From an optimization exercise on the open Yosys and OpenROAD flow, aimed at small area and a short achievable clock period; shortcuts taken in it are not production practice. Only simulation tests tie the RTL to the original design; equivalence was not proved. The clock port is modelled as an ideal driver; clocking choices that lean on that would not hold on a real chip. Power figures rest on the tool's default switching activity, not on a simulated workload.

Setup of exp/fjord:
## ALU
module ALU(
    input [31:0] rs1,
    input [31:0] rs2,
    input clk,
    input [3:0] sel,
    output reg [31:0] out
);
    wire m_s    = ~sel[3] & ~sel[2] & ~sel[1];             
    wire m_c    = ~sel[3] & ~sel[2] &  sel[1];             
    wire m_g    = (sel == 4'd4) | (sel == 4'd5);           
    wire m_p    = (sel == 4'd5) | (sel == 4'd6);           
    wire m_l    = (sel == 4'd7);                           
    wire m_r    = (sel == 4'd8) | (sel == 4'd9);           
    wire m_h    = sel[3] & (sel[2] | sel[1]);              
    wire fill   = sel[3] & sel[0] & rs1[31];               
    wire fill_n = ~fill;
    wire rev    = ~sel[3];
    wire rev_n  = sel[3];
    wire [4:0] sa   = rs2[4:0];
    wire [4:0] sa_n = ~rs2[4:0];
    wire sub_t0;
    wire sub_t1;
    wire sub_0;
    wire sub_1;
    wire sub_2;
    wire sub_3;
    wire sub_4;
    wire sub_5;
    wire sub_6;
    wire sub_7;
    wire xo0;
  ...
clock: 5.0 ns
lec_check: 0
cap_margin: 20
core_margin: 2
core_utilization: 40
setup_slack_margin: 1.5
slew_margin: 20
synth_hierarchical: 1
standard.sh (not shown) runs the stock make flow with config.mk's settings and CLKGATE_MAP_FILE= SYNTH_SCRIPT=/design/flow/synth_recipe.tcl, a recipe that flattens the netlist after the stock synthesis.
==> flow/flow/run.sh <==
#!/bin/bash
# Standard layout with two changes: plain buf_1 cells as the port buffers, and
# every synthesized cell swapped for its smallest size before placement (the
# resizer sizes up again where needed).
set -euo pipefail
export BUFFER_PORTS_ARGS="-buffer_cell sky130_fd_sc_hd__buf_1"
export POST_FLOORPLAN_TCL="$PWD/flow/downsize.tcl"
bash standard.sh finish > make_finish.log 2>&1
==> flow/flow/downsize.tcl <==
# Swap every cell for the smallest cell of the same function (the same name
# without its drive-strength suffix); the resizer's repair steps that follow
# size up again where slew, capacitance or timing need it. The adder's carry
# tree (its AOI21 and OAI21 cells) keeps the sizes synthesis gave it.
set dont_use [split $::env(DONT_USE_CELLS)]
set smallest [dict create]
foreach lc [get_lib_cells sky130_fd_sc_hd__*] {
  set n [get_name $lc]
  if {[lsearch -exact $dont_use $n] >= 0} { continue }
  if {![regexp {^(.+)_([0-9]+)$} $n -> fam drv]} { continue }
  set a [get_property $lc area]
  if {![dict exists $smallest $fam] || $a < [lindex [dict get $smallest $fam] 1]} {
    dict set smallest $fam [list $n $a]
  }
}
set count 0
foreach inst [get_cells *] {
  set lc [get_lib_cells -of_objects $inst]
  set n [get_name $lc]
  if {![regexp {^(.+)_([0-9]+)$} $n -> fam drv]} { continue }
  if {![dict exists $smallest $fam]} { continue }
  if {$fam in {sky130_fd_sc_hd__a21oi sky130_fd_sc_hd__o21ai}} { continue }
  lassign [dict get $smallest $fam] best a
  if {$best ne $n && $a < [get_property $lc area]} {
    replace_cell $inst $best
    incr count
  }
}
puts "downsize.tcl: replaced $count cells"
The following lists how exp/maple was set up differently from exp/fjord:
Settings: swapping 1.5 for 1.6 in SETUP_SLACK_MARGIN.
diff --git a/flow/flow/downsize.tcl b/flow/flow/downsize.tcl
--- a/flow/flow/downsize.tcl
+++ b/flow/flow/downsize.tcl
@@ -3,2 +3 @@
-# size up again where slew, capacitance or timing need it. The adder's carry
-# tree (its AOI21 and OAI21 cells) keeps the sizes synthesis gave it.
+# size up again where slew, capacitance or timing need it.
@@ -22 +20,0 @@
-  if {$fam in {sky130_fd_sc_hd__a21oi sky130_fd_sc_hd__o21ai}} { continue }
## What came out
Looking at global-route usage over all layers, exp/maple sits 0.44 points below exp/fjord.
Of exp/maple and exp/fjord, it is exp/maple that has the higher met1 layer usage reported by global route.
Final critical-path share of the clock period sits lower in exp/maple than in exp/fjord.
Against exp/fjord as the reference, exp/maple delivers a higher final-stage net count.
Diff exp/fjord -> exp/maple: post-synthesis cell count has remained practically unchanged; global-route wire length before repair has decreased; post-cts resize count has decreased; logic gate share of total power has decreased.
Summary of the comparison: fmax is higher in exp/maple, relative to exp/fjord.
exp/maple against exp/fjord: met2 usage -2.9 points; overall power consumption picked up an extra about 3.7%.
Modified inputs, exp/lagoon compared to exp/maple
Settings: swapping 1.6 for 1.5 in SETUP_SLACK_MARGIN.
[summary]
Smallest setup slack after layout in exp/lagoon vs exp/maple: up 0.037 ns. Final area: exp/lagoon vs exp/maple down 4.1%. Of exp/lagoon and exp/maple, it is exp/lagoon that has the lower power density over the cells. Re share of power burned in the clock network: exp/lagoon and exp/maple aren't equal, and the lower value belongs to exp/lagoon.
What exp/cedar does differently from exp/lagoon at the input level:
Settings: SETUP_SLACK_MARGIN changed from 1.5 to 1.7.
## What came out
Comparing exp/lagoon and exp/cedar, number of gates resized after cts is lower on exp/lagoon. [exp/cedar vs exp/lagoon] wire length per cell: higher in exp/cedar. The achievable clock frequency of exp/lagoon and that of exp/cedar are within noise of each other. Cmp exp/cedar vs exp/lagoon: worst setup slack before clock tree synthesis higher in exp/cedar. Taking exp/lagoon as the reference, in exp/cedar global-route usage held; overall power went up 11%; multiplexer fraction of the synthesized cell area flat. Compare exp/lagoon and exp/cedar | worst slew margin relative to its limit higher: exp/lagoon.
### exp/cedar -> exp/indigo
Settings: a change of SLEW_MARGIN from 20 to 0; a change of CAP_MARGIN from 20 to 0; a change of SETUP_SLACK_MARGIN from 1.7 to 1.55.
### Flow results
- Against exp/cedar, exp/indigo reports a utilization that is lower.
- Going from exp/cedar to exp/indigo, via count fell 134; first-pass GRT wire length fell 410 um; HPWL after detailed placement about even; critical path data arrival time about even.

Setup of alpha:
Another version of the RTL of ALU (not shown whole).
For scale: ~670 cells after synthesis.
==> flow/config.mk <==
export PLATFORM = sky130hd
export DESIGN_NAME = ALU
export DESIGN_NICKNAME = ALU
export VERILOG_FILES = /design/flow/design.v
export SDC_FILE = /design/flow/constraint.sdc
export NUM_CORES = 4
export LEC_CHECK = 0
export CAP_MARGIN = 20
export CORE_MARGIN = 2
export CORE_UTILIZATION = 40
export SETUP_SLACK_MARGIN = 1.6
export SLEW_MARGIN = 20
export SYNTH_HIERARCHICAL = 1
==> flow/constraint.sdc <==
create_clock -name core_clock -period 5.0 [get_ports {clk}]
set_input_delay 1.0000 -clock core_clock [delete_from_list [all_inputs] [get_ports {clk}]]
set_output_delay 1.0000 -clock core_clock [all_outputs]
set_load 0.01 [all_outputs]
==> flow/flow/run.sh <==
#!/bin/bash
# Standard layout with three changes: plain buf_1 cells as the port buffers;
# every synthesized cell swapped for its smallest size before placement (the
# resizer sizes up again where needed); and after clock tree synthesis, cells
# the timing repair sized up are sized down again wherever the worst setup
# slack stays at the repair's target (SETUP_SLACK_MARGIN).
set -euo pipefail
export BUFFER_PORTS_ARGS="-buffer_cell sky130_fd_sc_hd__buf_1"
export POST_FLOORPLAN_TCL="$PWD/flow/downsize.tcl"
export POST_CTS_TCL="$PWD/flow/recover.tcl"
bash standard.sh finish > make_finish.log 2>&1
==> flow/flow/recover.tcl <==
# Area recovery: swap cells for smaller sizes of the same function wherever
# the worst setup slack stays at or above the target.
set ar_period $::env(FLOW_PERIOD_NS)
proc ar_wns {} {
  estimate_parasitics -placement
  return [expr {[sta::worst_slack_cmd max] * 1e9}]
}
proc ar_run {target {product 0}} {
  set fam [dict create]
  foreach lc [get_lib_cells sky130_fd_sc_hd__*] {
    if {[get_property $lc dont_use]} { continue }
    set n [get_name $lc]
    if {![regexp {^(.+)_([0-9]+)$} $n -> f d]} { continue }
    dict lappend fam $f [list $n [get_property $lc area]]
  }
  set wns [ar_wns]
  if {$wns < $target} { set target $wns }
  set a0 [expr {[rsz::design_area] * 1e12}]
  set tried 0
  set kept 0
  set best [expr {$a0 * ($::ar_period - $wns)}]
  foreach inst [get_cells *] {
    set name [get_full_name $inst]
    if {[string match clkbuf_* $name] || [string match clkload* $name]} { continue }
    set lc [get_lib_cells -of_objects $inst]
    if {$lc eq "" || $lc eq "NULL"} { continue }
    set cur [get_name $lc]
    if {![regexp {^(.+)_([0-9]+)$} $cur -> f d]} { continue }
    if {![dict exists $fam $f]} { continue }
    set area [get_property $lc area]
    set smaller {}
    foreach x [dict get $fam $f] { if {[lindex $x 1] < $area} { lappend smaller $x } }
    set smaller [lsort -real -decreasing -index 1 $smaller]
    foreach x $smaller {
      incr tried
      replace_cell $inst [lindex $x 0]
      set w [ar_wns]
      if {$product} {
        set s [expr {[rsz::design_area] * 1e12 * ($::ar_period - $w)}]
        set ok [expr {$s < $best}]
      } else {
        set ok [expr {$w >= $target}]
      }
      if {$ok} {
        if {$product} { set best $s }
        set cur [lindex $x 0]
        incr kept
      } else {
        replace_cell $inst $cur
        break
      }
    }
  }
  set w [ar_wns]
  puts [format "recover.tcl: %d tried, %d kept; area %.1f -> %.1f, wns %.3f (target %.3f)" \
          $tried $kept $a0 [expr {[rsz::design_area] * 1e12}] $w $target]
}
ar_run $::env(SETUP_SLACK_MARGIN)
Other scripts of this flow, unchanged in this note and not shown: flow/flow/downsize.tcl
clock tree synthesis: alpha exited with error
The following lists how beta was set up differently from alpha:
diff --git a/flow/flow/recover.tcl b/flow/flow/recover.tcl
--- a/flow/flow/recover.tcl
+++ b/flow/flow/recover.tcl
@@ -3 +3 @@
-set ar_period $::env(FLOW_PERIOD_NS)
+set ::ar_period $::env(FLOW_PERIOD_NS)
--- outcome ---
- Of beta and alpha, only alpha fails to reach the end of the flow.
- Status: alpha FAILED at clock tree synthesis (tool error)
- Area fraction in compound gates after synthesis: beta vs alpha identical
- Delta (beta minus alpha): pre-CTS setup slack did not really move, height of the die did not really move, share of synthesized area spent on multiplexers did not really move.
- Compared with alpha, in beta synthesized cell count essentially unchanged, cell total after placement now sits at about the same level.
--- input diff beta..gamma ---
- SETUP_SLACK_MARGIN: 1.6 -> 1.5
diff --git a/flow/flow/recover.tcl b/flow/flow/recover.tcl
--- a/flow/flow/recover.tcl
+++ b/flow/flow/recover.tcl
@@ -3 +3 @@
-set ::ar_period $::env(FLOW_PERIOD_NS)
+set ar_period $::env(FLOW_PERIOD_NS)
--- outcome ---
Stage in which a tool error killed gamma: clock tree synthesis. gamma: post-detailed-placement cell area is 0.38% lower than what beta reported. Looking at gamma and beta, the post-synthesis register bit count is a wash. beta -> gamma: share of async-settable or async-resettable flops after synthesis flat. As far as post-synthesis net count goes, beta and gamma are indistinguishable; the numbers are identical. Diff beta -> gamma: cell area after synthesis stayed essentially flat; last weighted congestion value of the routability-driven placer saw a decrease; fraction of synthesized area in multiplexers essentially unchanged; minimum setup slack after placement went down. Comparing gamma and beta, the higher number of cells in the design after placement is on beta. Diff gamma..beta | overall die width | unchanged.

==> afterwards: timing with drivers on the ports <==
How much do the figures lean on ideal ports? The routed layouts below were timed once more, with nothing changed but the port constraints. Step 1 (the two cells are an assumption about what drives the block):
set clk [get_ports {clk}]
set_driving_cell -lib_cell sky130_fd_sc_hd__clkbuf_16 $clk
set_driving_cell -lib_cell sky130_fd_sc_hd__buf_2 [delete_from_list [all_inputs] $clk]
Step 2 moves the port delays by t, midway between the first and last clock arrival at a register: inputs arrive t later, outputs are due t later. That takes back most of the time a late clock gives input paths. a / b / c = ideal ports / drivers / drivers and shift; a / b = the first two.
run	shift t [ns]	setup slack, ns	worst setup path after step 2	worst data-port slew with drivers (ns)	cell pins on the clock port's net
exp/fjord	0.323	1.601 / 1.615 / 1.292	input to register	0.05	1
exp/maple	0.320	1.650 / 1.661 / 1.341	input to register	0.06	1
exp/lagoon	0.329	1.687 / 1.711 / 1.383	input to register	0.06	1
exp/cedar	0.322	1.683 / 1.697 / 1.376	input to register	0.04	1
exp/indigo	0.324	1.630 / 1.636 / 1.313	input to register	0.06	1
beta	0.320	1.707 / 1.713 / 1.394	input to register	0.06	1
After both steps every run listed still meets setup and hold. The setup slack of exp/indigo, which loses most, moves by +0.006 ns with the drivers and by -0.317 ns with both steps.
